Context: an optimization exercise on an open-source flow, tuned for small area, a short achievable clock period and few clock cycles per item. The choices shown serve that exercise and are no tape-out recipe.
Only simulation tests tie the RTL to the original design; equivalence was not proved.
Power is estimated from default activity; no workload was simulated.

## geofence
module geofence (clk, reset, X, Y, valid, is_inside);
input clk;
input reset;
input [9:0] X;
input [9:0] Y;
output valid;
output is_inside;
reg [4:0] k;
reg [9:0] px, py;        
reg [11:0] ms, md;       
reg [21:0] q;            
reg [7:0] sg;            
reg [21:0] sa3, sb4;     
reg [21:0] r, l;         
reg [21:0] w, u;         
reg [7:0] occ;           
reg [7:0] vin, vout;     
reg k7;                  
reg vld, ins;            
reg sur;                 
reg line;                
wire xneg, xpos, yneg, ypos;
wire [9:0] xmag, ymag;
absd a_x (.a(X), .b(px), .neg(xneg), .pos(xpos), .mag(xmag));
absd a_y (.a(Y), .b(py), .neg(yneg), .pos(ypos), .mag(ymag));
wire [11:0] ms1 = ms - 12'd1;
wire [11:0] mdp = md + 12'd1;
wire uneg, un1, wneg, wn1;
sgn3 s_u (.a({2'b0, X}), .b({2'b0, Y}), .c(ms), .s(uneg));
sgn3 s_u1 (.a({2'b0, X}), .b({2'b0, Y}), .c(ms1), .s(un1));
sgn3 s_w (.a({2'b0, Y}), .b(~{2'b0, X}), .c(mdp), .s(wneg));
sgn3 s_w1 (.a({2'b0, Y}), .b(~{2'b0, X}), .c(md), .s(wn1));
wire upos = !un1;
wire wpos = !wn1;
wire [21:0] iq = {xneg, yneg, xmag, ymag};
always @(posedge clk) begin
    q <= iq;
    sg <= {xneg, xpos, yneg, ypos, uneg, upos, wneg, wpos};
end
always @(posedge clk) begin
    if (k == 5'd0) begin
        px <= X;
        py <= Y;
        ms <= 12'd0 - {2'b0, X} - {2'b0, Y};
        md <= {2'b0, X} - {2'b0, Y};
    end
end
wire done = valid;
always @(posedge clk) begin
    if (reset || done)
        k <= 5'd0;
    else
        k <= k + 5'd1;
end
wire ld_r = k == 5'd2 || k == 5'd4 || k == 5'd7 || k == 5'd10 || k == 5'd13;
wire ld_l = k == 5'd5 || k == 5'd8 || k == 5'd11 || k == 5'd14;
reg upd, upd1;           
always @(posedge clk) begin
  ...
For scale: about 2200 cells after synthesis, roughly 290 flip-flops, ~24 I/O pins, ~23000 um^2 of cells after synthesis.
make LEC_CHECK=0 CAP_MARGIN=20 CORE_MARGIN=2 CORE_UTILIZATION=35 SETUP_SLACK_MARGIN=5 SLEW_MARGIN=20 SYNTH_HIERARCHICAL=1 SYNTH_MINIMUM_KEEP_SIZE=0 finish   # period 11.5 ns
run.sh (not shown) runs the stock make flow with config.mk's settings and CLKGATE_MAP_FILE= SYNTH_SCRIPT=/design/flow/synth_recipe.tcl, a recipe that flattens the netlist after the stock synthesis.
Testbench counts at the start, summed over its fixed seeds: cycles 15,151, items 1,600.
==> next run, changes <==
==> flow/flow/run.sh (new file) <==
#!/bin/bash
# Standard layout, with timing repair aiming for a period of about 4.3 ns
# (setup margin 7.2 ns at the design's 11.5 ns clock).
set -euo pipefail
bash standard.sh SETUP_SLACK_MARGIN=7.2 finish > flow.log 2>&1
==> flow/standard.sh (new file) <==
#!/bin/bash
# synth_recipe.tcl (not shown) runs the flow's synth.tcl, then flattens the netlist and writes it again
# the make line also repeats each setting of config.mk as NAME=value (left out here)
make -C /OpenROAD-flow-scripts/flow DESIGN_CONFIG=/design/flow/config.mk WORK_HOME=/design/flow/orfs CLKGATE_MAP_FILE= SYNTH_SCRIPT=/design/flow/synth_recipe.tcl "${@:-finish}"
Settings changed: SETUP_SLACK_MARGIN 5 to default.
removed: flow/run.sh
The new run ran to the end with no violations.
Hold slack is worse by 0.011 ns.
Wire length shrinks by 0.37%.
Cell area grows by 2.1%.
Cell count grows by 1.8%.
Clock skew is about the same.
Sequential power is about the same.
First-iteration DRC count grows by 1.6%.
Power shrinks by 0.85%.
Core utilization grows by 0.78 points.
==> next run, changes <==
==> flow/flow/run.sh (replaced) <==
#!/bin/bash
# Standard layout, with timing repair aiming for a period of about 4.5 ns
# (setup margin 7.0 ns at the design's 11.5 ns clock).
set -euo pipefail
bash standard.sh SETUP_SLACK_MARGIN=7.0 finish > flow.log 2>&1
Effect:
- maximum frequency is lower by about 4.6%
- clock power hardly moves
- final area is lower by about 1.9%
- worst setup slack loses 0.20 ns
- first-iteration DRC count is higher by 4.1%
- die area does not change
- register-to-register slack loses 0.09 ns
- via count is lower by about 1.7%
- area after synthesis does not change
- total power is about the same

## what the ideal ports hide
No port has a modelled driver above. Below, the same layouts with a new extraction and two added sets of constraints.
Step 1 assumes that a clkbuf_16 drives the clock port and a buf_2 every other input.
Step 2 moves the port delays by t, midway between the first and last clock arrival at a register: inputs arrive t later, outputs are due t later. That takes back most of the time a late clock gives input paths.
Three values: no drivers, after step 1, after step 2; two values: the first two.
run | t (ns) | setup WS [ns] | hold WS [ns] | worst setup path after step 2 | slew at the worst register clock pin (ns)
the first run | 0.600 | 5.956 / 5.960 / 5.360 | 0.486 / 0.486 / 0.486 | input to register | 0.06 / 0.06
the second run | 0.595 | 7.304 / 7.248 / 6.727 | 0.475 / 0.475 / 0.475 | input to register | 0.06 / 0.06
the third run | 0.657 | 7.102 / 7.041 / 6.507 | 0.467 / 0.467 / 0.467 | input to register | 0.07 / 0.07
After both steps every run listed still meets setup and hold. The setup slack of the first run, which loses most, moves by +0.004 ns with the drivers and by -0.596 ns with both steps.
